This design comes from an exercise in tuning for small area and a short achievable clock period on the open sky130 flow, not from production work. Function was not checked in any run shown here: the RTL went through the layout flow alone.

## flow/design.v (module list and top-level ports; edited modules follow where they fit)
// module Parameterized_ALU: 54 lines
// module alu_mul: 17 lines
// module alu_div: 708 lines
module Parameterized_ALU#(parameter N = 16)(
    input clk,
    input [N-1:0] A,
    input [N-1:0] B,
    input [3:0] ALU_Func,
    output reg [N-1:0] ALU_out,
    output reg Carry,
    output  Arith,
    output  Shift,
    output  CMP,
    output  Logic
    );
  // ...
==> flow/run.sh <==
#!/bin/bash
# synth_recipe.tcl (not shown) runs the flow's synth.tcl, then flattens the netlist and writes it again
# the make line also repeats each setting of config.mk as NAME=value (left out here)
make -C /OpenROAD-flow-scripts/flow DESIGN_CONFIG=/design/flow/config.mk WORK_HOME=/design/flow/orfs CLKGATE_MAP_FILE= SYNTH_SCRIPT=/design/flow/synth_recipe.tcl finish
==> flow/config.mk <==
export PLATFORM = sky130hd
export DESIGN_NAME = Parameterized_ALU
export DESIGN_NICKNAME = Parameterized_ALU
export VERILOG_FILES = /design/flow/design.v
export SDC_FILE = /design/flow/constraint.sdc
export NUM_CORES = 4
export LEC_CHECK = 0
export ABC_AREA = 1
export CAP_MARGIN = 20
export CORE_MARGIN = 2
export CORE_UTILIZATION = 40
export SLEW_MARGIN = 20
==> flow/constraint.sdc <==
create_clock -name core_clock -period 35.0 [get_ports {clk}]
set_input_delay 7.0000 -clock core_clock [delete_from_list [all_inputs] [get_ports {clk}]]
set_output_delay 7.0000 -clock core_clock [all_outputs]
set_load 0.01 [all_outputs]
==> flow_metrics.tcl, run 1 <==
set metrics [dict create \
    outcome "no timing/DRC/antenna violations" \
    arrival_ns 32.96 \
    port_buffers 57 \
    tightestPinTransition_ns 0.8913 \
    synth_top_cell_by_area "fa_1" \
    worst-path-stages 170 \
    synth_top_cells_by_count "nand2_1 (353), inv_1 (259), ha_1 (180)" \
    largest_reg_flops 16 \
    cts_made_buffers 3 \
    layout_commonest_cell "nand2_1" \
    synth_seq_cells 17 \
    synthArstFlopShare_pct 0 \
    path_max_fanout 21 \
    synth_top_area_share_pct 25.81 \
    synth-simple-area-share_pct 21.02 \
    ys_seq_area_share_pct 2.906 \
    setup_tns_ns 0 \
    grt_antenna_before_repair 1 \
    initial_utilization_pct 40.70 \
    synth_most_common_cell "nand2_1" \
    cts_tree "yes" \
    synthXorXnorAreaFrac_pct 7.328 \
    hold_end "ALU_out[15]" \
    muxShareOfSynthArea_pct 0.4273 \
    nets 1984 \
    ctsLongestPathBuffers 2 \
    drt-total-wl_um 37240 \
    clock_buffers 4 \
    grt_use_total_pct 24.55 \
    wl_met1_um 16930 \
]
==> module alu_mul, before the edit <==
module alu_mul(input [15:0] A, input [15:0] B, output [15:0] P);
  wire [15:0] acc [0:15];
  assign acc[0] = A & {16{B[0]}};
  genvar i, j;
  generate for (i = 1; i < 16; i = i + 1) begin : row
    wire [15:0] pp = (A & {16{B[i]}}) << i;
    wire [16:0] c;
    assign c[i] = 1'b0;
    assign acc[i][i-1:0] = acc[i-1][i-1:0];
    for (j = i; j < 16; j = j + 1) begin : col
      wire x = acc[i-1][j], y = pp[j];
      assign acc[i][j] = x ^ y ^ c[j];
      assign c[j+1] = (x & y) | (c[j] & (x ^ y));
    end
  end endgenerate
  assign P = acc[15];
endmodule
==> run 2, diff against run 1 <==
--- a/flow/design.v
+++ b/flow/design.v
@@ -49,31 +49,370 @@
         endcase
     end
     assign Arith = (ALU_Func[3:2] == 2'b00);
     assign Logic = (ALU_Func[3:2] == 2'b01) || (ALU_Func == 4'b1000) || (ALU_Func == 4'b1001);
     assign CMP   = (ALU_Func == 4'b1010) || (ALU_Func == 4'b1011) || (ALU_Func == 4'b1100);
     assign Shift = (ALU_Func == 4'b1101) || (ALU_Func == 4'b1110);
 endmodule
 module alu_mul(input [15:0] A, input [15:0] B, output [15:0] P);
-  wire [15:0] acc [0:15];
-  assign acc[0] = A & {16{B[0]}};
-  genvar i, j;
-  generate for (i = 1; i < 16; i = i + 1) begin : row
-    wire [15:0] pp = (A & {16{B[i]}}) << i;
-    wire [16:0] c;
-    assign c[i] = 1'b0;
-    assign acc[i][i-1:0] = acc[i-1][i-1:0];
-    for (j = i; j < 16; j = j + 1) begin : col
-      wire x = acc[i-1][j], y = pp[j];
-      assign acc[i][j] = x ^ y ^ c[j];
-      assign c[j+1] = (x & y) | (c[j] & (x ^ y));
-    end
+  wire pp0_0 = A[0] & B[0];
+  wire pp0_1 = A[1] & B[0];
+  wire pp0_2 = A[2] & B[0];
+  wire pp0_3 = A[3] & B[0];
+  wire pp0_4 = A[4] & B[0];
+  wire pp0_5 = A[5] & B[0];
+  wire pp0_6 = A[6] & B[0];
+  wire pp0_7 = A[7] & B[0];
+  wire pp0_8 = A[8] & B[0];
+  wire pp0_9 = A[9] & B[0];
+  wire pp0_10 = A[10] & B[0];
+  wire pp0_11 = A[11] & B[0];
+  wire pp0_12 = A[12] & B[0];
+  wire pp0_13 = A[13] & B[0];
+  wire pp0_14 = A[14] & B[0];
+  wire pp0_15 = A[15] & B[0];
+  wire pp1_0 = A[0] & B[1];
+  wire pp1_1 = A[1] & B[1];
+  wire pp1_2 = A[2] & B[1];
+  wire pp1_3 = A[3] & B[1];
+  wire pp1_4 = A[4] & B[1];
+  wire pp1_5 = A[5] & B[1];
+  wire pp1_6 = A[6] & B[1];
+  wire pp1_7 = A[7] & B[1];
+  wire pp1_8 = A[8] & B[1];
+  wire pp1_9 = A[9] & B[1];
+  wire pp1_10 = A[10] & B[1];
+  wire pp1_11 = A[11] & B[1];
+  wire pp1_12 = A[12] & B[1];
+  wire pp1_13 = A[13] & B[1];
+  wire pp1_14 = A[14] & B[1];
+  wire pp2_0 = A[0] & B[2];
+  wire pp2_1 = A[1] & B[2];
+  wire pp2_2 = A[2] & B[2];
+  wire pp2_3 = A[3] & B[2];
+  wire pp2_4 = A[4] & B[2];
+  wire pp2_5 = A[5] & B[2];
+  wire pp2_6 = A[6] & B[2];
+  wire pp2_7 = A[7] & B[2];
+  wire pp2_8 = A[8] & B[2];
+  wire pp2_9 = A[9] & B[2];
+  wire pp2_10 = A[10] & B[2];
+  wire pp2_11 = A[11] & B[2];
+  wire pp2_12 = A[12] & B[2];
+  wire pp2_13 = A[13] & B[2];
+  wire pp3_0 = A[0] & B[3];
+  wire pp3_1 = A[1] & B[3];
+  wire pp3_2 = A[2] & B[3];
+  wire pp3_3 = A[3] & B[3];
+  wire pp3_4 = A[4] & B[3];
+  wire pp3_5 = A[5] & B[3];
+  wire pp3_6 = A[6] & B[3];
+  wire pp3_7 = A[7] & B[3];
+  wire pp3_8 = A[8] & B[3];
+  wire pp3_9 = A[9] & B[3];
+  wire pp3_10 = A[10] & B[3];
+  wire pp3_11 = A[11] & B[3];
+  wire pp3_12 = A[12] & B[3];
+  wire pp4_0 = A[0] & B[4];
+  wire pp4_1 = A[1] & B[4];
+  wire pp4_2 = A[2] & B[4];
+  wire pp4_3 = A[3] & B[4];
+  wire pp4_4 = A[4] & B[4];
+  wire pp4_5 = A[5] & B[4];
+  wire pp4_6 = A[6] & B[4];
+  wire pp4_7 = A[7] & B[4];
+  wire pp4_8 = A[8] & B[4];
+  wire pp4_9 = A[9] & B[4];
+  wire pp4_10 = A[10] & B[4];
+  wire pp4_11 = A[11] & B[4];
+  wire pp5_0 = A[0] & B[5];
+  wire pp5_1 = A[1] & B[5];
+  wire pp5_2 = A[2] & B[5];
+  wire pp5_3 = A[3] & B[5];
+  wire pp5_4 = A[4] & B[5];
+  wire pp5_5 = A[5] & B[5];
+  wire pp5_6 = A[6] & B[5];
+  wire pp5_7 = A[7] & B[5];
+  wire pp5_8 = A[8] & B[5];
+  wire pp5_9 = A[9] & B[5];
+  wire pp5_10 = A[10] & B[5];
+  wire pp6_0 = A[0] & B[6];
+  wire pp6_1 = A[1] & B[6];
+  wire pp6_2 = A[2] & B[6];
+  wire pp6_3 = A[3] & B[6];
+  wire pp6_4 = A[4] & B[6];
+  wire pp6_5 = A[5] & B[6];
+  wire pp6_6 = A[6] & B[6];
+  wire pp6_7 = A[7] & B[6];
+  wire pp6_8 = A[8] & B[6];
+  wire pp6_9 = A[9] & B[6];
+  wire pp7_0 = A[0] & B[7];
+  wire pp7_1 = A[1] & B[7];
+  wire pp7_2 = A[2] & B[7];
+  wire pp7_3 = A[3] & B[7];
+  wire pp7_4 = A[4] & B[7];
+  wire pp7_5 = A[5] & B[7];
+  wire pp7_6 = A[6] & B[7];
+  wire pp7_7 = A[7] & B[7];
+  wire pp7_8 = A[8] & B[7];
+  wire pp8_0 = A[0] & B[8];
+  wire pp8_1 = A[1] & B[8];
+  wire pp8_2 = A[2] & B[8];
+  wire pp8_3 = A[3] & B[8];
+  wire pp8_4 = A[4] & B[8];
+  wire pp8_5 = A[5] & B[8];
+  wire pp8_6 = A[6] & B[8];
+  wire pp8_7 = A[7] & B[8];
+  wire pp9_0 = A[0] & B[9];
+  wire pp9_1 = A[1] & B[9];
+  wire pp9_2 = A[2] & B[9];
+  wire pp9_3 = A[3] & B[9];
+  wire pp9_4 = A[4] & B[9];
+  wire pp9_5 = A[5] & B[9];
+  wire pp9_6 = A[6] & B[9];
+  wire pp10_0 = A[0] & B[10];
+  wire pp10_1 = A[1] & B[10];
+  wire pp10_2 = A[2] & B[10];
+  wire pp10_3 = A[3] & B[10];
+  wire pp10_4 = A[4] & B[10];
+  wire pp10_5 = A[5] & B[10];
+  wire pp11_0 = A[0] & B[11];
+  wire pp11_1 = A[1] & B[11];
+  wire pp11_2 = A[2] & B[11];
+  wire pp11_3 = A[3] & B[11];
+  wire pp11_4 = A[4] & B[11];
+  wire pp12_0 = A[0] & B[12];
+  wire pp12_1 = A[1] & B[12];
+  wire pp12_2 = A[2] & B[12];
+  wire pp12_3 = A[3] & B[12];
+  wire pp13_0 = A[0] & B[13];
+  wire pp13_1 = A[1] & B[13];
+  wire pp13_2 = A[2] & B[13];
+  wire pp14_0 = A[0] & B[14];
+  wire pp14_1 = A[1] & B[14];
+  wire pp15_0 = A[0] & B[15];
+  wire h1_s = pp0_13 ^ pp1_12;
+  wire h1_c = pp0_13 & pp1_12;
+  wire f2_s = pp0_14 ^ pp1_13 ^ pp2_12;
+  wire f2_c = (pp0_14 & pp1_13) | (pp2_12 & (pp0_14 ^ pp1_13));
+  wire h3_s = pp3_11 ^ pp4_10;
+  wire h3_c = pp3_11 & pp4_10;
+  wire f4_s = pp0_15 ^ pp1_14 ^ pp2_13;
+  wire f4_c = (pp0_15 & pp1_14) | (pp2_13 & (pp0_15 ^ pp1_14));
+  wire f5_s = pp3_12 ^ pp4_11 ^ pp5_10;
+  wire f5_c = (pp3_12 & pp4_11) | (pp5_10 & (pp3_12 ^ pp4_11));
+  wire h6_s = pp6_9 ^ pp7_8;
+  wire h6_c = pp6_9 & pp7_8;
+  wire h7_s = pp0_9 ^ pp1_8;
+  wire h7_c = pp0_9 & pp1_8;
+  wire f8_s = pp0_10 ^ pp1_9 ^ pp2_8;
+  wire f8_c = (pp0_10 & pp1_9) | (pp2_8 & (pp0_10 ^ pp1_9));
+  wire h9_s = pp3_7 ^ pp4_6;
+  wire h9_c = pp3_7 & pp4_6;
+  wire f10_s = pp0_11 ^ pp1_10 ^ pp2_9;
+  wire f10_c = (pp0_11 & pp1_10) | (pp2_9 & (pp0_11 ^ pp1_10));
+  wire f11_s = pp3_8 ^ pp4_7 ^ pp5_6;
+  wire f11_c = (pp3_8 & pp4_7) | (pp5_6 & (pp3_8 ^ pp4_7));
+  wire h12_s = pp6_5 ^ pp7_4;
+  wire h12_c = pp6_5 & pp7_4;
+  wire f13_s = pp0_12 ^ pp1_11 ^ pp2_10;
+  wire f13_c = (pp0_12 & pp1_11) | (pp2_10 & (pp0_12 ^ pp1_11));
+  wire f14_s = pp3_9 ^ pp4_8 ^ pp5_7;
+  wire f14_c = (pp3_9 & pp4_8) | (pp5_7 & (pp3_9 ^ pp4_8));
+  wire f15_s = pp6_6 ^ pp7_5 ^ pp8_4;
+  wire f15_c = (pp6_6 & pp7_5) | (pp8_4 & (pp6_6 ^ pp7_5));
+  wire h16_s = pp9_3 ^ pp10_2;
+  wire h16_c = pp9_3 & pp10_2;
+  wire f17_s = pp2_11 ^ pp3_10 ^ pp4_9;
+  wire f17_c = (pp2_11 & pp3_10) | (pp4_9 & (pp2_11 ^ pp3_10));
+  wire f18_s = pp5_8 ^ pp6_7 ^ pp7_6;
+  wire f18_c = (pp5_8 & pp6_7) | (pp7_6 & (pp5_8 ^ pp6_7));
+  wire f19_s = pp8_5 ^ pp9_4 ^ pp10_3;
+  wire f19_c = (pp8_5 & pp9_4) | (pp10_3 & (pp8_5 ^ pp9_4));
+  wire f20_s = pp11_2 ^ pp12_1 ^ pp13_0;
+  wire f20_c = (pp11_2 & pp12_1) | (pp13_0 & (pp11_2 ^ pp12_1));
+  wire f21_s = pp5_9 ^ pp6_8 ^ pp7_7;
+  wire f21_c = (pp5_9 & pp6_8) | (pp7_7 & (pp5_9 ^ pp6_8));
+  wire f22_s = pp8_6 ^ pp9_5 ^ pp10_4;
+  wire f22_c = (pp8_6 & pp9_5) | (pp10_4 & (pp8_6 ^ pp9_5));
+  wire f23_s = pp11_3 ^ pp12_2 ^ pp13_1;
+  wire f23_c = (pp11_3 & pp12_2) | (pp13_1 & (pp11_3 ^ pp12_2));
+  wire f24_s = pp14_0 ^ f2_s ^ h3_s;
+  wire f24_c = (pp14_0 & f2_s) | (h3_s & (pp14_0 ^ f2_s));
+  wire f25_s = pp8_7 ^ pp9_6 ^ pp10_5;
+  wire f25_c = (pp8_7 & pp9_6) | (pp10_5 & (pp8_7 ^ pp9_6));
+  wire f26_s = pp11_4 ^ pp12_3 ^ pp13_2;
+  wire f26_c = (pp11_4 & pp12_3) | (pp13_2 & (pp11_4 ^ pp12_3));
+  wire f27_s = pp14_1 ^ pp15_0 ^ f4_s;
+  wire f27_c = (pp14_1 & pp15_0) | (f4_s & (pp14_1 ^ pp15_0));
+  wire f28_s = f5_s ^ h6_s ^ f2_c;
+  wire f28_c = (f5_s & h6_s) | (f2_c & (f5_s ^ h6_s));
+  wire h29_s = pp0_6 ^ pp1_5;
+  wire h29_c = pp0_6 & pp1_5;
+  wire f30_s = pp0_7 ^ pp1_6 ^ pp2_5;
+  wire f30_c = (pp0_7 & pp1_6) | (pp2_5 & (pp0_7 ^ pp1_6));
+  wire h31_s = pp3_4 ^ pp4_3;
+  wire h31_c = pp3_4 & pp4_3;
+  wire f32_s = pp0_8 ^ pp1_7 ^ pp2_6;
+  wire f32_c = (pp0_8 & pp1_7) | (pp2_6 & (pp0_8 ^ pp1_7));
+  wire f33_s = pp3_5 ^ pp4_4 ^ pp5_3;
+  wire f33_c = (pp3_5 & pp4_4) | (pp5_3 & (pp3_5 ^ pp4_4));
+  wire h34_s = pp6_2 ^ pp7_1;
+  wire h34_c = pp6_2 & pp7_1;
+  wire f35_s = pp2_7 ^ pp3_6 ^ pp4_5;
+  wire f35_c = (pp2_7 & pp3_6) | (pp4_5 & (pp2_7 ^ pp3_6));
+  wire f36_s = pp5_4 ^ pp6_3 ^ pp7_2;
+  wire f36_c = (pp5_4 & pp6_3) | (pp7_2 & (pp5_4 ^ pp6_3));
+  wire f37_s = pp8_1 ^ pp9_0 ^ h7_s;
+  wire f37_c = (pp8_1 & pp9_0) | (h7_s & (pp8_1 ^ pp9_0));
+  wire f38_s = pp5_5 ^ pp6_4 ^ pp7_3;
+  wire f38_c = (pp5_5 & pp6_4) | (pp7_3 & (pp5_5 ^ pp6_4));
+  wire f39_s = pp8_2 ^ pp9_1 ^ pp10_0;
+  wire f39_c = (pp8_2 & pp9_1) | (pp10_0 & (pp8_2 ^ pp9_1));
+  wire f40_s = f8_s ^ h9_s ^ h7_c;
+  wire f40_c = (f8_s & h9_s) | (h7_c & (f8_s ^ h9_s));
+  wire f41_s = pp8_3 ^ pp9_2 ^ pp10_1;
+  wire f41_c = (pp8_3 & pp9_2) | (pp10_1 & (pp8_3 ^ pp9_2));
+  wire f42_s = pp11_0 ^ f10_s ^ f11_s;
+  wire f42_c = (pp11_0 & f10_s) | (f11_s & (pp11_0 ^ f10_s));
+  wire f43_s = h12_s ^ f8_c ^ h9_c;
+  wire f43_c = (h12_s & f8_c) | (h9_c & (h12_s ^ f8_c));
+  wire f44_s = pp11_1 ^ pp12_0 ^ f13_s;
+  wire f44_c = (pp11_1 & pp12_0) | (f13_s & (pp11_1 ^ pp12_0));
+  wire f45_s = f14_s ^ f15_s ^ h16_s;
+  wire f45_c = (f14_s & f15_s) | (h16_s & (f14_s ^ f15_s));
+  wire f46_s = f10_c ^ f11_c ^ h12_c;
+  wire f46_c = (f10_c & f11_c) | (h12_c & (f10_c ^ f11_c));
+  wire f47_s = h1_s ^ f17_s ^ f18_s;
+  wire f47_c = (h1_s & f17_s) | (f18_s & (h1_s ^ f17_s));
+  wire f48_s = f19_s ^ f20_s ^ f13_c;
+  wire f48_c = (f19_s & f20_s) | (f13_c & (f19_s ^ f20_s));
+  wire f49_s = f14_c ^ f15_c ^ h16_c;
+  wire f49_c = (f14_c & f15_c) | (h16_c & (f14_c ^ f15_c));
+  wire f50_s = h1_c ^ f21_s ^ f22_s;
+  wire f50_c = (h1_c & f21_s) | (f22_s & (h1_c ^ f21_s));
+  wire f51_s = f23_s ^ f24_s ^ f17_c;
+  wire f51_c = (f23_s & f24_s) | (f17_c & (f23_s ^ f24_s));
+  wire f52_s = f18_c ^ f19_c ^ f20_c;
+  wire f52_c = (f18_c & f19_c) | (f20_c & (f18_c ^ f19_c));
+  wire f53_s = h3_c ^ f25_s ^ f26_s;
+  wire f53_c = (h3_c & f25_s) | (f26_s & (h3_c ^ f25_s));
+  wire f54_s = f27_s ^ f28_s ^ f21_c;
+  wire f54_c = (f27_s & f28_s) | (f21_c & (f27_s ^ f28_s));
+  wire f55_s = f22_c ^ f23_c ^ f24_c;
+  wire f55_c = (f22_c & f23_c) | (f24_c & (f22_c ^ f23_c));
+  wire h56_s = pp0_4 ^ pp1_3;
+  wire h56_c = pp0_4 & pp1_3;
+  wire f57_s = pp0_5 ^ pp1_4 ^ pp2_3;
+  wire f57_c = (pp0_5 & pp1_4) | (pp2_3 & (pp0_5 ^ pp1_4));
+  wire h58_s = pp3_2 ^ pp4_1;
+  wire h58_c = pp3_2 & pp4_1;
+  wire f59_s = pp2_4 ^ pp3_3 ^ pp4_2;
+  wire f59_c = (pp2_4 & pp3_3) | (pp4_2 & (pp2_4 ^ pp3_3));
+  wire f60_s = pp5_1 ^ pp6_0 ^ h29_s;
+  wire f60_c = (pp5_1 & pp6_0) | (h29_s & (pp5_1 ^ pp6_0));
+  wire f61_s = pp5_2 ^ pp6_1 ^ pp7_0;
+  wire f61_c = (pp5_2 & pp6_1) | (pp7_0 & (pp5_2 ^ pp6_1));
+  wire f62_s = f30_s ^ h31_s ^ h29_c;
+  wire f62_c = (f30_s & h31_s) | (h29_c & (f30_s ^ h31_s));
+  wire f63_s = pp8_0 ^ f32_s ^ f33_s;
+  wire f63_c = (pp8_0 & f32_s) | (f33_s & (pp8_0 ^ f32_s));
+  wire f64_s = h34_s ^ f30_c ^ h31_c;
+  wire f64_c = (h34_s & f30_c) | (h31_c & (h34_s ^ f30_c));
+  wire f65_s = f35_s ^ f36_s ^ f37_s;
+  wire f65_c = (f35_s & f36_s) | (f37_s & (f35_s ^ f36_s));
+  wire f66_s = f32_c ^ f33_c ^ h34_c;
+  wire f66_c = (f32_c & f33_c) | (h34_c & (f32_c ^ f33_c));
+  wire f67_s = f38_s ^ f39_s ^ f40_s;
+  wire f67_c = (f38_s & f39_s) | (f40_s & (f38_s ^ f39_s));
+  wire f68_s = f35_c ^ f36_c ^ f37_c;
+  wire f68_c = (f35_c & f36_c) | (f37_c & (f35_c ^ f36_c));
+  wire f69_s = f41_s ^ f42_s ^ f43_s;
+  wire f69_c = (f41_s & f42_s) | (f43_s & (f41_s ^ f42_s));
+  wire f70_s = f38_c ^ f39_c ^ f40_c;
+  wire f70_c = (f38_c & f39_c) | (f40_c & (f38_c ^ f39_c));
+  wire f71_s = f44_s ^ f45_s ^ f46_s;
+  wire f71_c = (f44_s & f45_s) | (f46_s & (f44_s ^ f45_s));
+  wire f72_s = f41_c ^ f42_c ^ f43_c;
+  wire f72_c = (f41_c & f42_c) | (f43_c & (f41_c ^ f42_c));
+  wire f73_s = f47_s ^ f48_s ^ f49_s;
+  wire f73_c = (f47_s & f48_s) | (f49_s & (f47_s ^ f48_s));
+  wire f74_s = f44_c ^ f45_c ^ f46_c;
+  wire f74_c = (f44_c & f45_c) | (f46_c & (f44_c ^ f45_c));
+  wire f75_s = f50_s ^ f51_s ^ f52_s;
+  wire f75_c = (f50_s & f51_s) | (f52_s & (f50_s ^ f51_s));
+  wire f76_s = f47_c ^ f48_c ^ f49_c;
+  wire f76_c = (f47_c & f48_c) | (f49_c & (f47_c ^ f48_c));
+  wire f77_s = f53_s ^ f54_s ^ f55_s;
+  wire f77_c = (f53_s & f54_s) | (f55_s & (f53_s ^ f54_s));
+  wire f78_s = f50_c ^ f51_c ^ f52_c;
+  wire f78_c = (f50_c & f51_c) | (f52_c & (f50_c ^ f51_c));
+  wire h79_s = pp0_3 ^ pp1_2;
+  wire h79_c = pp0_3 & pp1_2;
+  wire f80_s = pp2_2 ^ pp3_1 ^ pp4_0;
+  wire f80_c = (pp2_2 & pp3_1) | (pp4_0 & (pp2_2 ^ pp3_1));
+  wire f81_s = pp5_0 ^ f57_s ^ h58_s;
+  wire f81_c = (pp5_0 & f57_s) | (h58_s & (pp5_0 ^ f57_s));
+  wire f82_s = f59_s ^ f60_s ^ f57_c;
+  wire f82_c = (f59_s & f60_s) | (f57_c & (f59_s ^ f60_s));
+  wire f83_s = f61_s ^ f62_s ^ f59_c;
+  wire f83_c = (f61_s & f62_s) | (f59_c & (f61_s ^ f62_s));
+  wire f84_s = f63_s ^ f64_s ^ f61_c;
+  wire f84_c = (f63_s & f64_s) | (f61_c & (f63_s ^ f64_s));
+  wire f85_s = f65_s ^ f66_s ^ f63_c;
+  wire f85_c = (f65_s & f66_s) | (f63_c & (f65_s ^ f66_s));
+  wire f86_s = f67_s ^ f68_s ^ f65_c;
+  wire f86_c = (f67_s & f68_s) | (f65_c & (f67_s ^ f68_s));
+  wire f87_s = f69_s ^ f70_s ^ f67_c;
+  wire f87_c = (f69_s & f70_s) | (f67_c & (f69_s ^ f70_s));
+  wire f88_s = f71_s ^ f72_s ^ f69_c;
+  wire f88_c = (f71_s & f72_s) | (f69_c & (f71_s ^ f72_s));
+  wire f89_s = f73_s ^ f74_s ^ f71_c;
+  wire f89_c = (f73_s & f74_s) | (f71_c & (f73_s ^ f74_s));
+  wire f90_s = f75_s ^ f76_s ^ f73_c;
+  wire f90_c = (f75_s & f76_s) | (f73_c & (f75_s ^ f76_s));
+  wire f91_s = f77_s ^ f78_s ^ f75_c;
+  wire f91_c = (f77_s & f78_s) | (f75_c & (f77_s ^ f78_s));
+  wire h92_s = pp0_2 ^ pp1_1;
+  wire h92_c = pp0_2 & pp1_1;
+  wire f93_s = pp2_1 ^ pp3_0 ^ h79_s;
+  wire f93_c = (pp2_1 & pp3_0) | (h79_s & (pp2_1 ^ pp3_0));
+  wire f94_s = h56_s ^ f80_s ^ h79_c;
+  wire f94_c = (h56_s & f80_s) | (h79_c & (h56_s ^ f80_s));
+  wire f95_s = h56_c ^ f81_s ^ f80_c;
+  wire f95_c = (h56_c & f81_s) | (f80_c & (h56_c ^ f81_s));
+  wire f96_s = h58_c ^ f82_s ^ f81_c;
+  wire f96_c = (h58_c & f82_s) | (f81_c & (h58_c ^ f82_s));
+  wire f97_s = f60_c ^ f83_s ^ f82_c;
+  wire f97_c = (f60_c & f83_s) | (f82_c & (f60_c ^ f83_s));
+  wire f98_s = f62_c ^ f84_s ^ f83_c;
+  wire f98_c = (f62_c & f84_s) | (f83_c & (f62_c ^ f84_s));
+  wire f99_s = f64_c ^ f85_s ^ f84_c;
+  wire f99_c = (f64_c & f85_s) | (f84_c & (f64_c ^ f85_s));
+  wire f100_s = f66_c ^ f86_s ^ f85_c;
+  wire f100_c = (f66_c & f86_s) | (f85_c & (f66_c ^ f86_s));
+  wire f101_s = f68_c ^ f87_s ^ f86_c;
+  wire f101_c = (f68_c & f87_s) | (f86_c & (f68_c ^ f87_s));
+  wire f102_s = f70_c ^ f88_s ^ f87_c;
+  wire f102_c = (f70_c & f88_s) | (f87_c & (f70_c ^ f88_s));
+  wire f103_s = f72_c ^ f89_s ^ f88_c;
+  wire f103_c = (f72_c & f89_s) | (f88_c & (f72_c ^ f89_s));
+  wire f104_s = f74_c ^ f90_s ^ f89_c;
+  wire f104_c = (f74_c & f90_s) | (f89_c & (f74_c ^ f90_s));
+  wire f105_s = f76_c ^ f91_s ^ f90_c;
+  wire f105_c = (f76_c & f91_s) | (f90_c & (f76_c ^ f91_s));
+  wire [15:0] x = {f105_s, f104_s, f103_s, f102_s, f101_s, f100_s, f99_s, f98_s, f97_s, f96_s, f95_s, f94_s, f93_s, pp2_0, pp0_1, pp0_0};
+  wire [15:0] y = {f104_c, f103_c, f102_c, f101_c, f100_c, f99_c, f98_c, f97_c, f96_c, f95_c, f94_c, f93_c, h92_c, h92_s, pp1_0, 1'b0};
+  wire [16:0] c; assign c[0] = 1'b0;
+  genvar i;
+  generate for (i = 0; i < 16; i = i + 1) begin : fin
+    assign P[i] = x[i] ^ y[i] ^ c[i];
+    assign c[i+1] = (x[i] & y[i]) | (c[i] & (x[i] ^ y[i]));
   end endgenerate
-  assign P = acc[15];
 endmodule
 module alu_div(input [15:0] A, input [15:0] B, output [15:0] Q);
   wire [15:0] nB = ~B;
   wire [16:0] hiz;
   assign hiz[16] = 1'b1;
   assign hiz[15] = hiz[16] & nB[15];
   assign hiz[14] = hiz[15] & nB[14];
   assign hiz[13] = hiz[14] & nB[13];
@@ -87,73 +426,73 @@
   assign hiz[5] = hiz[6] & nB[5];
   assign hiz[4] = hiz[5] & nB[4];
   assign hiz[3] = hiz[4] & nB[3];
   assign hiz[2] = hiz[3] & nB[2];
   assign hiz[1] = hiz[2] & nB[1];
   wire [0:0] s1_t, s1_d, s1_r, s1_g, s1_p;
   assign s1_t = A[15];
   assign s1_g = ~s1_t & B[0:0];
-  assign s1_p = ~(s1_t ^ B[0:0]);
+  assign s1_p = ~s1_t | B[0:0];
   wire [1:0] s1_c; assign s1_c[0] = 1'b0;
   assign s1_c[1] = s1_g[0];
   assign s1_d = s1_t ^ B[0:0] ^ s1_c[0:0];
   assign Q[15] = hiz[1] & ~s1_c[1];
-  assign s1_r = Q[15] ? s1_d : s1_t;
+  assign s1_r = s1_t ^ ({1{Q[15]}} & (B[0:0] ^ s1_c[0:0]));
   wire [1:0] s2_t, s2_d, s2_r, s2_g, s2_p;
   assign s2_t = {s1_r, A[14]};
   assign s2_g = ~s2_t & B[1:0];
-  assign s2_p = ~(s2_t ^ B[1:0]);
+  assign s2_p = ~s2_t | B[1:0];
   wire [2:0] s2_c; assign s2_c[0] = 1'b0;
   wire s2_n1_g = s2_g[1] | (s2_p[1] & s2_g[0]);
   wire s2_n1_p = s2_p[1] & s2_p[0];
   assign s2_c[1] = s2_g[0];
   assign s2_c[2] = s2_n1_g;
   assign s2_d = s2_t ^ B[1:0] ^ s2_c[1:0];
   assign Q[14] = hiz[2] & ~s2_c[2];
-  assign s2_r = Q[14] ? s2_d : s2_t;
+  assign s2_r = s2_t ^ ({2{Q[14]}} & (B[1:0] ^ s2_c[1:0]));
   wire [2:0] s3_t, s3_d, s3_r, s3_g, s3_p;
   assign s3_t = {s2_r, A[13]};
   assign s3_g = ~s3_t & B[2:0];
-  assign s3_p = ~(s3_t ^ B[2:0]);
+  assign s3_p = ~s3_t | B[2:0];
   wire [3:0] s3_c; assign s3_c[0] = 1'b0;
   wire s3_n1_g = s3_g[1] | (s3_p[1] & s3_g[0]);
   wire s3_n1_p = s3_p[1] & s3_p[0];
   wire s3_n2_g = s3_g[2] | (s3_p[2] & s3_n1_g);
   wire s3_n2_p = s3_p[2] & s3_n1_p;
   assign s3_c[1] = s3_g[0];
   assign s3_c[2] = s3_n1_g;
   assign s3_c[3] = s3_n2_g;
   assign s3_d = s3_t ^ B[2:0] ^ s3_c[2:0];
   assign Q[13] = hiz[3] & ~s3_c[3];
-  assign s3_r = Q[13] ? s3_d : s3_t;
+  assign s3_r = s3_t ^ ({3{Q[13]}} & (B[2:0] ^ s3_c[2:0]));
   wire [3:0] s4_t, s4_d, s4_r, s4_g, s4_p;
   assign s4_t = {s3_r, A[12]};
   assign s4_g = ~s4_t & B[3:0];
-  assign s4_p = ~(s4_t ^ B[3:0]);
+  assign s4_p = ~s4_t | B[3:0];
   wire [4:0] s4_c; assign s4_c[0] = 1'b0;
   wire s4_n1_g = s4_g[1] | (s4_p[1] & s4_g[0]);
   wire s4_n1_p = s4_p[1] & s4_p[0];
   wire s4_n2_g = s4_g[3] | (s4_p[3] & s4_g[2]);
   wire s4_n2_p = s4_p[3] & s4_p[2];
   wire s4_n3_g = s4_g[2] | (s4_p[2] & s4_n1_g);
   wire s4_n3_p = s4_p[2] & s4_n1_p;
   wire s4_n4_g = s4_n2_g | (s4_n2_p & s4_n1_g);
   wire s4_n4_p = s4_n2_p & s4_n1_p;
   assign s4_c[1] = s4_g[0];
   assign s4_c[2] = s4_n1_g;
   assign s4_c[3] = s4_n3_g;
   assign s4_c[4] = s4_n4_g;
   assign s4_d = s4_t ^ B[3:0] ^ s4_c[3:0];
   assign Q[12] = hiz[4] & ~s4_c[4];
-  assign s4_r = Q[12] ? s4_d : s4_t;
+  assign s4_r = s4_t ^ ({4{Q[12]}} & (B[3:0] ^ s4_c[3:0]));
   wire [4:0] s5_t, s5_d, s5_r, s5_g, s5_p;
   assign s5_t = {s4_r, A[11]};
   assign s5_g = ~s5_t & B[4:0];
-  assign s5_p = ~(s5_t ^ B[4:0]);
+  assign s5_p = ~s5_t | B[4:0];
   wire [5:0] s5_c; assign s5_c[0] = 1'b0;
   wire s5_n1_g = s5_g[1] | (s5_p[1] & s5_g[0]);
   wire s5_n1_p = s5_p[1] & s5_p[0];
   wire s5_n2_g = s5_g[3] | (s5_p[3] & s5_g[2]);
   wire s5_n2_p = s5_p[3] & s5_p[2];
   wire s5_n3_g = s5_g[2] | (s5_p[2] & s5_n1_g);
   wire s5_n3_p = s5_p[2] & s5_n1_p;
   wire s5_n4_g = s5_n2_g | (s5_n2_p & s5_n1_g);
@@ -162,21 +501,21 @@
   wire s5_n5_p = s5_p[4] & s5_n4_p;
   assign s5_c[1] = s5_g[0];
   assign s5_c[2] = s5_n1_g;
   assign s5_c[3] = s5_n3_g;
   assign s5_c[4] = s5_n4_g;
   assign s5_c[5] = s5_n5_g;
   assign s5_d = s5_t ^ B[4:0] ^ s5_c[4:0];
   assign Q[11] = hiz[5] & ~s5_c[5];
-  assign s5_r = Q[11] ? s5_d : s5_t;
+  assign s5_r = s5_t ^ ({5{Q[11]}} & (B[4:0] ^ s5_c[4:0]));
   wire [5:0] s6_t, s6_d, s6_r, s6_g, s6_p;
   assign s6_t = {s5_r, A[10]};
   assign s6_g = ~s6_t & B[5:0];
-  assign s6_p = ~(s6_t ^ B[5:0]);
+  assign s6_p = ~s6_t | B[5:0];
   wire [6:0] s6_c; assign s6_c[0] = 1'b0;
   wire s6_n1_g = s6_g[1] | (s6_p[1] & s6_g[0]);
   wire s6_n1_p = s6_p[1] & s6_p[0];
   wire s6_n2_g = s6_g[3] | (s6_p[3] & s6_g[2]);
   wire s6_n2_p = s6_p[3] & s6_p[2];
   wire s6_n3_g = s6_g[5] | (s6_p[5] & s6_g[4]);
   wire s6_n3_p = s6_p[5] & s6_p[4];
   wire s6_n4_g = s6_g[2] | (s6_p[2] & s6_n1_g);
@@ -190,21 +529,21 @@
   assign s6_c[1] = s6_g[0];
   assign s6_c[2] = s6_n1_g;
   assign s6_c[3] = s6_n4_g;
   assign s6_c[4] = s6_n5_g;
   assign s6_c[5] = s6_n6_g;
   assign s6_c[6] = s6_n7_g;
   assign s6_d = s6_t ^ B[5:0] ^ s6_c[5:0];
   assign Q[10] = hiz[6] & ~s6_c[6];
-  assign s6_r = Q[10] ? s6_d : s6_t;
+  assign s6_r = s6_t ^ ({6{Q[10]}} & (B[5:0] ^ s6_c[5:0]));
   wire [6:0] s7_t, s7_d, s7_r, s7_g, s7_p;
   assign s7_t = {s6_r, A[9]};
   assign s7_g = ~s7_t & B[6:0];
-  assign s7_p = ~(s7_t ^ B[6:0]);
+  assign s7_p = ~s7_t | B[6:0];
   wire [7:0] s7_c; assign s7_c[0] = 1'b0;
   wire s7_n1_g = s7_g[1] | (s7_p[1] & s7_g[0]);
   wire s7_n1_p = s7_p[1] & s7_p[0];
   wire s7_n2_g = s7_g[3] | (s7_p[3] & s7_g[2]);
   wire s7_n2_p = s7_p[3] & s7_p[2];
   wire s7_n3_g = s7_g[5] | (s7_p[5] & s7_g[4]);
   wire s7_n3_p = s7_p[5] & s7_p[4];
   wire s7_n4_g = s7_g[2] | (s7_p[2] & s7_n1_g);
@@ -223,21 +562,21 @@
   assign s7_c[2] = s7_n1_g;
   assign s7_c[3] = s7_n4_g;
   assign s7_c[4] = s7_n5_g;
   assign s7_c[5] = s7_n7_g;
   assign s7_c[6] = s7_n8_g;
   assign s7_c[7] = s7_n9_g;
   assign s7_d = s7_t ^ B[6:0] ^ s7_c[6:0];
   assign Q[9] = hiz[7] & ~s7_c[7];
-  assign s7_r = Q[9] ? s7_d : s7_t;
+  assign s7_r = s7_t ^ ({7{Q[9]}} & (B[6:0] ^ s7_c[6:0]));
   wire [7:0] s8_t, s8_d, s8_r, s8_g, s8_p;
   assign s8_t = {s7_r, A[8]};
   assign s8_g = ~s8_t & B[7:0];
-  assign s8_p = ~(s8_t ^ B[7:0]);
+  assign s8_p = ~s8_t | B[7:0];
   wire [8:0] s8_c; assign s8_c[0] = 1'b0;
   wire s8_n1_g = s8_g[1] | (s8_p[1] & s8_g[0]);
   wire s8_n1_p = s8_p[1] & s8_p[0];
   wire s8_n2_g = s8_g[3] | (s8_p[3] & s8_g[2]);
   wire s8_n2_p = s8_p[3] & s8_p[2];
   wire s8_n3_g = s8_g[5] | (s8_p[5] & s8_g[4]);
   wire s8_n3_p = s8_p[5] & s8_p[4];
   wire s8_n4_g = s8_g[7] | (s8_p[7] & s8_g[6]);
@@ -263,21 +602,21 @@
   assign s8_c[3] = s8_n5_g;
   assign s8_c[4] = s8_n6_g;
   assign s8_c[5] = s8_n9_g;
   assign s8_c[6] = s8_n10_g;
   assign s8_c[7] = s8_n11_g;
   assign s8_c[8] = s8_n12_g;
   assign s8_d = s8_t ^ B[7:0] ^ s8_c[7:0];
   assign Q[8] = hiz[8] & ~s8_c[8];
-  assign s8_r = Q[8] ? s8_d : s8_t;
+  assign s8_r = s8_t ^ ({8{Q[8]}} & (B[7:0] ^ s8_c[7:0]));
   wire [8:0] s9_t, s9_d, s9_r, s9_g, s9_p;
   assign s9_t = {s8_r, A[7]};
   assign s9_g = ~s9_t & B[8:0];
-  assign s9_p = ~(s9_t ^ B[8:0]);
+  assign s9_p = ~s9_t | B[8:0];
   wire [9:0] s9_c; assign s9_c[0] = 1'b0;
   wire s9_n1_g = s9_g[1] | (s9_p[1] & s9_g[0]);
   wire s9_n1_p = s9_p[1] & s9_p[0];
   wire s9_n2_g = s9_g[3] | (s9_p[3] & s9_g[2]);
   wire s9_n2_p = s9_p[3] & s9_p[2];
   wire s9_n3_g = s9_g[5] | (s9_p[5] & s9_g[4]);
   wire s9_n3_p = s9_p[5] & s9_p[4];
   wire s9_n4_g = s9_g[7] | (s9_p[7] & s9_g[6]);
@@ -306,21 +645,21 @@
   assign s9_c[4] = s9_n6_g;
   assign s9_c[5] = s9_n9_g;
   assign s9_c[6] = s9_n10_g;
   assign s9_c[7] = s9_n11_g;
   assign s9_c[8] = s9_n12_g;
   assign s9_c[9] = s9_n13_g;
   assign s9_d = s9_t ^ B[8:0] ^ s9_c[8:0];
   assign Q[7] = hiz[9] & ~s9_c[9];
-  assign s9_r = Q[7] ? s9_d : s9_t;
+  assign s9_r = s9_t ^ ({9{Q[7]}} & (B[8:0] ^ s9_c[8:0]));
   wire [9:0] s10_t, s10_d, s10_r, s10_g, s10_p;
   assign s10_t = {s9_r, A[6]};
   assign s10_g = ~s10_t & B[9:0];
-  assign s10_p = ~(s10_t ^ B[9:0]);
+  assign s10_p = ~s10_t | B[9:0];
   wire [10:0] s10_c; assign s10_c[0] = 1'b0;
   wire s10_n1_g = s10_g[1] | (s10_p[1] & s10_g[0]);
   wire s10_n1_p = s10_p[1] & s10_p[0];
   wire s10_n2_g = s10_g[3] | (s10_p[3] & s10_g[2]);
   wire s10_n2_p = s10_p[3] & s10_p[2];
   wire s10_n3_g = s10_g[5] | (s10_p[5] & s10_g[4]);
   wire s10_n3_p = s10_p[5] & s10_p[4];
   wire s10_n4_g = s10_g[7] | (s10_p[7] & s10_g[6]);
@@ -354,21 +693,21 @@
   assign s10_c[5] = s10_n10_g;
   assign s10_c[6] = s10_n11_g;
   assign s10_c[7] = s10_n12_g;
   assign s10_c[8] = s10_n13_g;
   assign s10_c[9] = s10_n14_g;
   assign s10_c[10] = s10_n15_g;
   assign s10_d = s10_t ^ B[9:0] ^ s10_c[9:0];
   assign Q[6] = hiz[10] & ~s10_c[10];
-  assign s10_r = Q[6] ? s10_d : s10_t;
+  assign s10_r = s10_t ^ ({10{Q[6]}} & (B[9:0] ^ s10_c[9:0]));
   wire [10:0] s11_t, s11_d, s11_r, s11_g, s11_p;
   assign s11_t = {s10_r, A[5]};
   assign s11_g = ~s11_t & B[10:0];
-  assign s11_p = ~(s11_t ^ B[10:0]);
+  assign s11_p = ~s11_t | B[10:0];
   wire [11:0] s11_c; assign s11_c[0] = 1'b0;
   wire s11_n1_g = s11_g[1] | (s11_p[1] & s11_g[0]);
   wire s11_n1_p = s11_p[1] & s11_p[0];
   wire s11_n2_g = s11_g[3] | (s11_p[3] & s11_g[2]);
   wire s11_n2_p = s11_p[3] & s11_p[2];
   wire s11_n3_g = s11_g[5] | (s11_p[5] & s11_g[4]);
   wire s11_n3_p = s11_p[5] & s11_p[4];
   wire s11_n4_g = s11_g[7] | (s11_p[7] & s11_g[6]);
@@ -407,21 +746,21 @@
   assign s11_c[6] = s11_n12_g;
   assign s11_c[7] = s11_n13_g;
   assign s11_c[8] = s11_n14_g;
   assign s11_c[9] = s11_n15_g;
   assign s11_c[10] = s11_n16_g;
   assign s11_c[11] = s11_n17_g;
   assign s11_d = s11_t ^ B[10:0] ^ s11_c[10:0];
   assign Q[5] = hiz[11] & ~s11_c[11];
-  assign s11_r = Q[5] ? s11_d : s11_t;
+  assign s11_r = s11_t ^ ({11{Q[5]}} & (B[10:0] ^ s11_c[10:0]));
   wire [11:0] s12_t, s12_d, s12_r, s12_g, s12_p;
   assign s12_t = {s11_r, A[4]};
   assign s12_g = ~s12_t & B[11:0];
-  assign s12_p = ~(s12_t ^ B[11:0]);
+  assign s12_p = ~s12_t | B[11:0];
   wire [12:0] s12_c; assign s12_c[0] = 1'b0;
   wire s12_n1_g = s12_g[1] | (s12_p[1] & s12_g[0]);
   wire s12_n1_p = s12_p[1] & s12_p[0];
   wire s12_n2_g = s12_g[3] | (s12_p[3] & s12_g[2]);
   wire s12_n2_p = s12_p[3] & s12_p[2];
   wire s12_n3_g = s12_g[5] | (s12_p[5] & s12_g[4]);
   wire s12_n3_p = s12_p[5] & s12_p[4];
   wire s12_n4_g = s12_g[7] | (s12_p[7] & s12_g[6]);
@@ -467,21 +806,21 @@
   assign s12_c[7] = s12_n15_g;
   assign s12_c[8] = s12_n16_g;
   assign s12_c[9] = s12_n17_g;
   assign s12_c[10] = s12_n18_g;
   assign s12_c[11] = s12_n19_g;
   assign s12_c[12] = s12_n20_g;
   assign s12_d = s12_t ^ B[11:0] ^ s12_c[11:0];
   assign Q[4] = hiz[12] & ~s12_c[12];
-  assign s12_r = Q[4] ? s12_d : s12_t;
+  assign s12_r = s12_t ^ ({12{Q[4]}} & (B[11:0] ^ s12_c[11:0]));
   wire [12:0] s13_t, s13_d, s13_r, s13_g, s13_p;
   assign s13_t = {s12_r, A[3]};
   assign s13_g = ~s13_t & B[12:0];
-  assign s13_p = ~(s13_t ^ B[12:0]);
+  assign s13_p = ~s13_t | B[12:0];
   wire [13:0] s13_c; assign s13_c[0] = 1'b0;
   wire s13_n1_g = s13_g[1] | (s13_p[1] & s13_g[0]);
   wire s13_n1_p = s13_p[1] & s13_p[0];
   wire s13_n2_g = s13_g[3] | (s13_p[3] & s13_g[2]);
   wire s13_n2_p = s13_p[3] & s13_p[2];
   wire s13_n3_g = s13_g[5] | (s13_p[5] & s13_g[4]);
   wire s13_n3_p = s13_p[5] & s13_p[4];
   wire s13_n4_g = s13_g[7] | (s13_p[7] & s13_g[6]);
@@ -532,21 +871,21 @@
   assign s13_c[8] = s13_n16_g;
   assign s13_c[9] = s13_n18_g;
   assign s13_c[10] = s13_n19_g;
   assign s13_c[11] = s13_n20_g;
   assign s13_c[12] = s13_n21_g;
   assign s13_c[13] = s13_n22_g;
   assign s13_d = s13_t ^ B[12:0] ^ s13_c[12:0];
   assign Q[3] = hiz[13] & ~s13_c[13];
-  assign s13_r = Q[3] ? s13_d : s13_t;
+  assign s13_r = s13_t ^ ({13{Q[3]}} & (B[12:0] ^ s13_c[12:0]));
   wire [13:0] s14_t, s14_d, s14_r, s14_g, s14_p;
   assign s14_t = {s13_r, A[2]};
   assign s14_g = ~s14_t & B[13:0];
-  assign s14_p = ~(s14_t ^ B[13:0]);
+  assign s14_p = ~s14_t | B[13:0];
   wire [14:0] s14_c; assign s14_c[0] = 1'b0;
   wire s14_n1_g = s14_g[1] | (s14_p[1] & s14_g[0]);
   wire s14_n1_p = s14_p[1] & s14_p[0];
   wire s14_n2_g = s14_g[3] | (s14_p[3] & s14_g[2]);
   wire s14_n2_p = s14_p[3] & s14_p[2];
   wire s14_n3_g = s14_g[5] | (s14_p[5] & s14_g[4]);
   wire s14_n3_p = s14_p[5] & s14_p[4];
   wire s14_n4_g = s14_g[7] | (s14_p[7] & s14_g[6]);
@@ -604,21 +943,21 @@
   assign s14_c[9] = s14_n20_g;
   assign s14_c[10] = s14_n21_g;
   assign s14_c[11] = s14_n22_g;
   assign s14_c[12] = s14_n23_g;
   assign s14_c[13] = s14_n24_g;
   assign s14_c[14] = s14_n25_g;
   assign s14_d = s14_t ^ B[13:0] ^ s14_c[13:0];
   assign Q[2] = hiz[14] & ~s14_c[14];
-  assign s14_r = Q[2] ? s14_d : s14_t;
+  assign s14_r = s14_t ^ ({14{Q[2]}} & (B[13:0] ^ s14_c[13:0]));
   wire [14:0] s15_t, s15_d, s15_r, s15_g, s15_p;
   assign s15_t = {s14_r, A[1]};
   assign s15_g = ~s15_t & B[14:0];
-  assign s15_p = ~(s15_t ^ B[14:0]);
+  assign s15_p = ~s15_t | B[14:0];
   wire [15:0] s15_c; assign s15_c[0] = 1'b0;
   wire s15_n1_g = s15_g[1] | (s15_p[1] & s15_g[0]);
   wire s15_n1_p = s15_p[1] & s15_p[0];
   wire s15_n2_g = s15_g[3] | (s15_p[3] & s15_g[2]);
   wire s15_n2_p = s15_p[3] & s15_p[2];
   wire s15_n3_g = s15_g[5] | (s15_p[5] & s15_g[4]);
   wire s15_n3_p = s15_p[5] & s15_p[4];
   wire s15_n4_g = s15_g[7] | (s15_p[7] & s15_g[6]);
@@ -683,21 +1022,21 @@
   assign s15_c[10] = s15_n23_g;
   assign s15_c[11] = s15_n24_g;
   assign s15_c[12] = s15_n25_g;
   assign s15_c[13] = s15_n26_g;
   assign s15_c[14] = s15_n27_g;
   assign s15_c[15] = s15_n28_g;
   assign s15_d = s15_t ^ B[14:0] ^ s15_c[14:0];
   assign Q[1] = hiz[15] & ~s15_c[15];
-  assign s15_r = Q[1] ? s15_d : s15_t;
+  assign s15_r = s15_t ^ ({15{Q[1]}} & (B[14:0] ^ s15_c[14:0]));
   wire [15:0] s16_t, s16_d, s16_r, s16_g, s16_p;
   assign s16_t = {s15_r, A[0]};
   assign s16_g = ~s16_t & B[15:0];
-  assign s16_p = ~(s16_t ^ B[15:0]);
+  assign s16_p = ~s16_t | B[15:0];
   wire [16:0] s16_c; assign s16_c[0] = 1'b0;
   wire s16_n1_g = s16_g[1] | (s16_p[1] & s16_g[0]);
   wire s16_n1_p = s16_p[1] & s16_p[0];
   wire s16_n2_g = s16_g[3] | (s16_p[3] & s16_g[2]);
   wire s16_n2_p = s16_p[3] & s16_p[2];
   wire s16_n3_g = s16_g[5] | (s16_p[5] & s16_g[4]);
   wire s16_n3_p = s16_p[5] & s16_p[4];
   wire s16_n4_g = s16_g[7] | (s16_p[7] & s16_g[6]);
@@ -771,10 +1110,10 @@
   assign s16_c[11] = s16_n27_g;
   assign s16_c[12] = s16_n28_g;
   assign s16_c[13] = s16_n29_g;
   assign s16_c[14] = s16_n30_g;
   assign s16_c[15] = s16_n31_g;
   assign s16_c[16] = s16_n32_g;
   assign s16_d = s16_t ^ B[15:0] ^ s16_c[15:0];
   assign Q[0] = hiz[16] & ~s16_c[16];
-  assign s16_r = Q[0] ? s16_d : s16_t;
+  assign s16_r = s16_t ^ ({16{Q[0]}} & (B[15:0] ^ s16_c[15:0]));
 endmodule
==> run 2 against run 1 <==
Wire length rose by 40%. Critical endpoint unchanged. Still clean. Utilization fell by 2.8 points. Worst hold slack improved by 0.14 ns. Cell count rose by 49%. Die area rose by 21%.
==> flow_metrics.tcl, run 2 <==
set metrics [dict create \
    place_inst 2965 \
    crit_required_ns 35.14 \
    dieArea_um2 37100 \
    slowest_stage "clkdlybuf4s50_1" \
    hp-class "input port to register" \
    post_cts_resized 0 \
    synth_top_cell_by_area "nand2_1" \
    synth_flop_cell "dfxtp_1" \
    grt_antenna_before_repair 0 \
    drt_pass1_iterations 7 \
    htreeDepth 1 \
    overflow 0 \
    dp_hpwl_um 38290 \
    synth_seq_cells 17 \
    viasPerCell 5.495 \
    yosys-top-cells-area "nand2_1 (23%), fa_1 (15%), nand3_1 (12%), inv_1 (10%), nand4_1 (4.4%)" \
    layout_setup_ws_ns 11.77 \
    period_minus_slack_ns 23.23 \
    synth_edf_count 0 \
    hold_viol 0 \
    antenna_cells 0 \
    critPathLaunchType "input port" \
    area_growth_pct 6.304 \
    path_max_fanout 22 \
    post_layout_nonfiller_instances 2969 \
    crit_top_cell "nand2_1" \
    wire_per_inst_um 17.61 \
    wl_met3_um 3954 \
    maxSlewHeadroom_pct 28.68 \
    final_cell_mix "nand2_1 (873), inv_1 (392), nand3_1 (354)" \
    nets 2699 \
    drive_gt1_share_pct 8.094 \
    vias 16310 \
    outcome "no timing/DRC/antenna violations" \
    route.detailed.drc 0 \
    largest_reg_flops 16 \
    syn_area_per_cell_um2 5.661 \
    drt_iter0_drc 1272 \
    routed-wl-met2_um 23720 \
    cts_setup_buffers 0 \
    drt-total-wl_um 52280 \
    end_kind "register" \
    clock-sinks 17 \
    maxSlewViolCount 0 \
    fin_crit_sh_pct 66.38 \
    setup_viol 0 \
    ys_warn_count 1 \
    grt_max_degree 45 \
    largest-register "ALU_out" \
    fmax_ghz 0.04304 \
    synthCells 2514 \
    port_buffers 57 \
    setup_tns_ns 0 \
    coreArea_um2 35310 \
    fp.dieH_um 192.6 \
    die_x_um 192.6 \
    grt_use_total_pct 28.32 \
    synthDistinctLibCells 55 \
    highest_layer "met4" \
    clk_pin_slew_worst_paths_ns 0.08 \
    hold_ws_ns 7.562 \
    cts_made_buffers 3 \
    synthArstFlopShare_pct 0 \
    tightestPinTransition_ns 1.043 \
    routabilityCongestion 0.9288 \
    maxCapViolCount 0 \
    top_regs "ALU_out (16), Carry (1)" \
    ctsHoldBuffers 0 \
    ys_seq_area_share_pct 2.391 \
    path_class "input port to register" \
    grt_pass1_wl_um 82580 \
    ant_nets 0 \
    rsz0062_at_grt "false" \
    wl_met1_um 22990 \
    layout_commonest_cell "nand2_1" \
    placementRows 69 \
    ios 58 \
    cts_tree "yes" \
    path_delay_family "simple AND/OR/NAND/NOR gates" \
    syn_area_um2 14230 \
    ctsLongestPathBuffers 2 \
    arrival_ns 23.37 \
    initial_utilization_pct 40.30 \
    synth_most_common_cell "nand2_1" \
    synth_top_cells_by_count "nand2_1 (873), inv_1 (392), nand3_1 (354)" \
    place_ws_ns 11.57 \
    grt_pass1_vias 15300 \
    root_buffer "clkbuf_16" \
    syn_nets 2704 \
    cp.buffers_inverters 9 \
    cpPeakStageDelay_ns 0.76 \
    synth_top_area_share_pct 23.03 \
]
[run 2: cell types whose count changed in the layout (fill, tap and decap cells not counted), moves of 28 or more]
cell     delta
a21oi_1    -28
fa_1       -45
ha_1      -133
inv_1     +135
nand2_1   +522
nand3_1   +308
nand4_1    +92
nor2_1     +72
[run 2: routing by layer]
metal | track usage, % | vias to the layer above
met5 | 0 | -
met4 | 8.867 | 0
met3 | 3.492 | 115
met2 | 47.11 | 627
met1 | 38.06 | 7594
li1 | - | 7978
[run 2: cell families after synthesis]
logic type | Yosys count | synth area share (%)
XOR/XNOR | 63 | 3.877
flip-flops | 17 | 2.391
adder cells (fa/ha/maj) | 153 | 19.04
AND/OR/NAND/NOR | 1571 | 50.49
AO/OA/AOI/OAI | 174 | 8.599
buffers and inverters | 536 | 15.60
[run 2: through the flow]
step	area, um2	utilization, %
after floorplan	14230	-
after CTS	15130	42.84
after global placement	15050	42.61
final	15130	42.84
after detailed placement	15050	42.61
after global routing	15130	42.84
[run 2: layout make-up]
class	instances	area [um2]
clock inverter	1	7.507
clock buffer	3	75.07
tap	461	576.8
sequential	17	340.3
timing repair buffer	91	810.8
inverter	435	1647
multi-input combinational	1961	11670
fill	3853	20180
[run 2: path summary, 6_finish.rpt]
path | startpoint | to | depth (start not counted)
setup / recovery | B[11] | ALU_out[0] | 115
hold / removal | ALU_Func[0] | Carry | 3

separate check: timing with driven ports:
How much do the figures lean on ideal ports? The routed layouts below were timed once more, with nothing changed but the port constraints.
Step 1, drivers: a clkbuf_16 drives clk and a buf_2 each remaining input, both assumed.
Step 2 moves the port delays by t, midway between the first and last clock arrival at a register: inputs arrive t later, outputs are due t later. That takes back most of the time a late clock gives input paths.
a / b / c = no drivers / after step 1 / after step 2; a / b = the first two.
| run | t, ns | slack for setup (ns) | worst setup path after step 2 | worst slew at a driven data input, ns | cell pins on the clock port's net |
|---|---|---|---|---|---|
| run 1 | 0.300 | 2.216 / 2.237 / 1.936 | input to register | 0.04 | 1 |
| run 2 | 0.312 | 11.765 / 11.752 / 11.440 | input to register | 0.07 | 1 |
After both steps setup and hold are still met in every run listed. The setup slack of run 2, which loses most, moves by -0.013 ns with the drivers and by -0.325 ns with both steps.
